From an optimization exercise on the open Yosys and OpenROAD flow, aimed at small area; shortcuts taken in it are not production practice. The RTL was checked by simulation tests, not by an equivalence proof against the original design. No driver is modelled on the clock port, so clocking that relies on it looks cheaper here than on a real chip. Power is estimated from default activity; no workload was simulated.

## Multi_function_clock_top
module Multi_function_clock_top(
  input clk, reset_p, all_rst,
  input [3:0] btn,
  output [3:0] com,
  output [7:0] seg_7,
  output [7:0] LED_bar,
  output Alarm_LED
);
  reg [4:0] dcnt;
  always @(posedge clk) begin
    if (all_rst) dcnt <= 5'd0;
    else dcnt <= {dcnt[3:0], dcnt[4] ^ dcnt[2] ^ (dcnt[3:0] == 4'd0)};
  end
  wire en = (dcnt == 5'b10000);
  wire ph0 = (dcnt == 5'b00000);
  wire ph1 = (dcnt == 5'b00001);
  wire ph2 = (dcnt == 5'b00010);
  wire mode_btn, mode_btn_d;
  mc_btn b_mode(.clk(clk), .rst(reset_p | all_rst), .en(en), .ph1(ph1), .ph2(ph2), .b(btn[0]), .pe(mode_btn), .pd(mode_btn_d));
  reg [1:0] mode;
  always @(posedge clk) begin
    if (all_rst) mode <= 2'd0;
    else if (mode_btn) mode <= mode[1] ? 2'd0 : mode + 2'd1;
  end
  reg [1:0] led_mode;
  reg [3:1] btn_cook_buf;
  reg reset_watch_buf, reset_stp_buf, reset_cook_buf;
  always @(posedge clk) begin
    if (all_rst) begin
  ...
Size in the first run: about 650 cells after synthesis.
clock: 10.0 ns
lec_check: 0
cap_margin: 20
core_margin: 2
core_utilization: 80
gpl_timing_driven: 0
slew_margin: 20
standard.sh (not shown) runs the stock make flow with config.mk's settings and CLKGATE_MAP_FILE= SYNTH_SCRIPT=/design/flow/synth_recipe.tcl, a recipe that flattens the netlist after the stock synthesis.
==> flow/flow/run.sh <==
#!/bin/bash
# Own layout flow: the standard synthesis, then a stronger ABC pass over the
# combinational logic only (every register cell is kept as is, by name),
# then the standard ORFS steps with smaller port buffers and a clock tree
# without dummy loads whose slow leaf buffers are then upsized. Each tool's
# output goes to a log file here.
set -euo pipefail
HERE=$(pwd)
R=$HERE/orfs/results/$FLOW_PLATFORM/Multi_function_clock_top/base
LIB=$FLOW_HOME/platforms/sky130hd/lib/sky130_fd_sc_hd__tt_025C_1v80.lib
CTS_OPTS=$(cat flow/cts_args.txt)
export CLK_UPSIZE_PS=105

bash standard.sh synth > synth.log 2>&1
cp $R/1_2_yosys.v std_1_2_yosys.v

# The ABC pass is run with a few random seeds in parallel; the smallest
# result is kept.
for batch in "0 7 13 29" "1 2 3 4" "5 6 8 9" "10 11 12 14"; do
  for seed in $batch; do
    sed -e "s#@SEED@#$seed#g" flow/reopt.abc > reopt_$seed.abc
    sed -e "s#@LIB@#$LIB#g" -e "s#@IN@#$HERE/std_1_2_yosys.v#g" -e "s#@OUT@#$HERE/reopt_$seed.v#g" \
        -e "s#@SCRIPT@#$HERE/reopt_$seed.abc#g" -e "s#@STAT@#reopt_stat_$seed#g" flow/reopt.ys > reopt_$seed.ys
    yosys -l reopt_$seed.log -s reopt_$seed.ys > /dev/null 2>&1 &
  done
  wait
done
best=""
for seed in 0 7 13 29 1 2 3 4 5 6 8 9 10 11 12 14; do
  a=$(awk '/Chip area for top module/ {print $NF}' reopt_stat_${seed}_after.txt 2>/dev/null || true)
  nff=$(grep -c 'dfxtp_1 ' reopt_$seed.v 2>/dev/null || true)
  echo "seed $seed area $a flip-flops $nff (standard: $(grep -c 'dfxtp_1 ' std_1_2_yosys.v))" >> reopt_choice.txt
  if [[ -z "$a" || "$nff" != "$(grep -c 'dfxtp_1 ' std_1_2_yosys.v)" ]]; then continue; fi
  if [[ -z "$best" ]] || awk -v a="$a" -v b="$barea" 'BEGIN {exit !(a < b)}'; then best=$seed; barea=$a; fi
done
echo "chosen seed $best" >> reopt_choice.txt
if [[ -n "$best" ]]; then cp reopt_$best.v reopt_1_2_yosys.v; else cp std_1_2_yosys.v reopt_1_2_yosys.v; fi

cp reopt_1_2_yosys.v $R/1_2_yosys.v
rm -f $R/1_synth.odb $R/1_synth.sdc
bash standard.sh finish \
  BUFFER_PORTS_ARGS="-buffer_cell sky130_fd_sc_hd__buf_1" \
  CTS_ARGS="$CTS_OPTS" \
  POST_CTS_TCL="$HERE/flow/post_cts.tcl" > flow.log 2>&1
==> flow/flow/reopt.abc <==
&get -n
&st
&deepsyn -T 50 -S @SEED@
&dch -f
&nf -R 1000 -p -F 8 -A 4 -C 32
&put
Other scripts of this flow, unchanged in this note and not shown: flow/flow/cts_args.txt, flow/flow/post_cts.tcl, flow/flow/reopt.ys
Change:
--- a/flow/flow/run.sh
+++ b/flow/flow/run.sh
@@ -19 +19 @@
-for batch in "0 7 13 29" "1 2 3 4" "5 6 8 9" "10 11 12 14"; do
+for batch in "0 7 13 29" "1 2 3 4"; do
@@ -29 +29 @@
-for seed in 0 7 13 29 1 2 3 4 5 6 8 9 10 11 12 14; do
+for seed in 0 7 13 29 1 2 3 4; do
==> flow/flow/reopt.abc (replaced) <==
&get -n
&st
&deepsyn -T 40 -S @SEED@
&dch -f
&nf -R 1000 -p
&put
Result:
- total power shrinks by 0.72%
- synthesized cell count grows by 4.1%
- cell area grows by 0.82%
- worst hold slack improves by 0.0036 ns
- die area grows by 0.63%
- routed wire length barely changes
Change:
--- a/flow/flow/run.sh
+++ b/flow/flow/run.sh
@@ -19 +19 @@
-for batch in "0 7 13 29" "1 2 3 4"; do
+for batch in "0 7 13 29" "1 2 3 4" "5 6 8 9"; do
@@ -29 +29 @@
-for seed in 0 7 13 29 1 2 3 4; do
+for seed in 0 7 13 29 1 2 3 4 5 6 8 9; do
==> flow/flow/reopt.abc (replaced) <==
&get -n
&st
&deepsyn -T 40 -S @SEED@
&dch -f
&nf -R 1000 -p -F 8 -A 4 -C 32
&put
After rerunning: Flip-flop and latch count does not change. Wire length is about the same. Sequential power climbs slightly. Sequential share of layout area came out higher by 0.43 points. Setup slack got worse by 0.034 ns. Combinational power came out lower slightly. Clock-buffer cell count is unchanged.

[static timing again, ports no longer ideal]
How much do the figures lean on ideal ports? The routed layouts below were timed once more, with nothing changed but the port constraints.
Step 1, drivers: a clkbuf_16 drives clk and a buf_2 each remaining input, both assumed.
Step 2 moves the port delays by t, midway between the first and last clock arrival at a register: inputs arrive t later, outputs are due t later. That takes back most of the time a late clock gives input paths.
a / b / c = ideal ports / drivers / drivers and shift; a / b = the first two.
| run | t (ns) | setup WS [ns] | slew at the worst register clock pin (ns) |
|---|---|---|---|
| the first run | 0.457 | 4.729 / 4.695 / 5.152 | 0.11 / 0.11 |
| the second run | 0.463 | 4.763 / 4.729 / 5.192 | 0.11 / 0.11 |
| the third run | 0.457 | 4.729 / 4.695 / 5.152 | 0.11 / 0.11 |
After both steps every run listed still meets setup and hold.
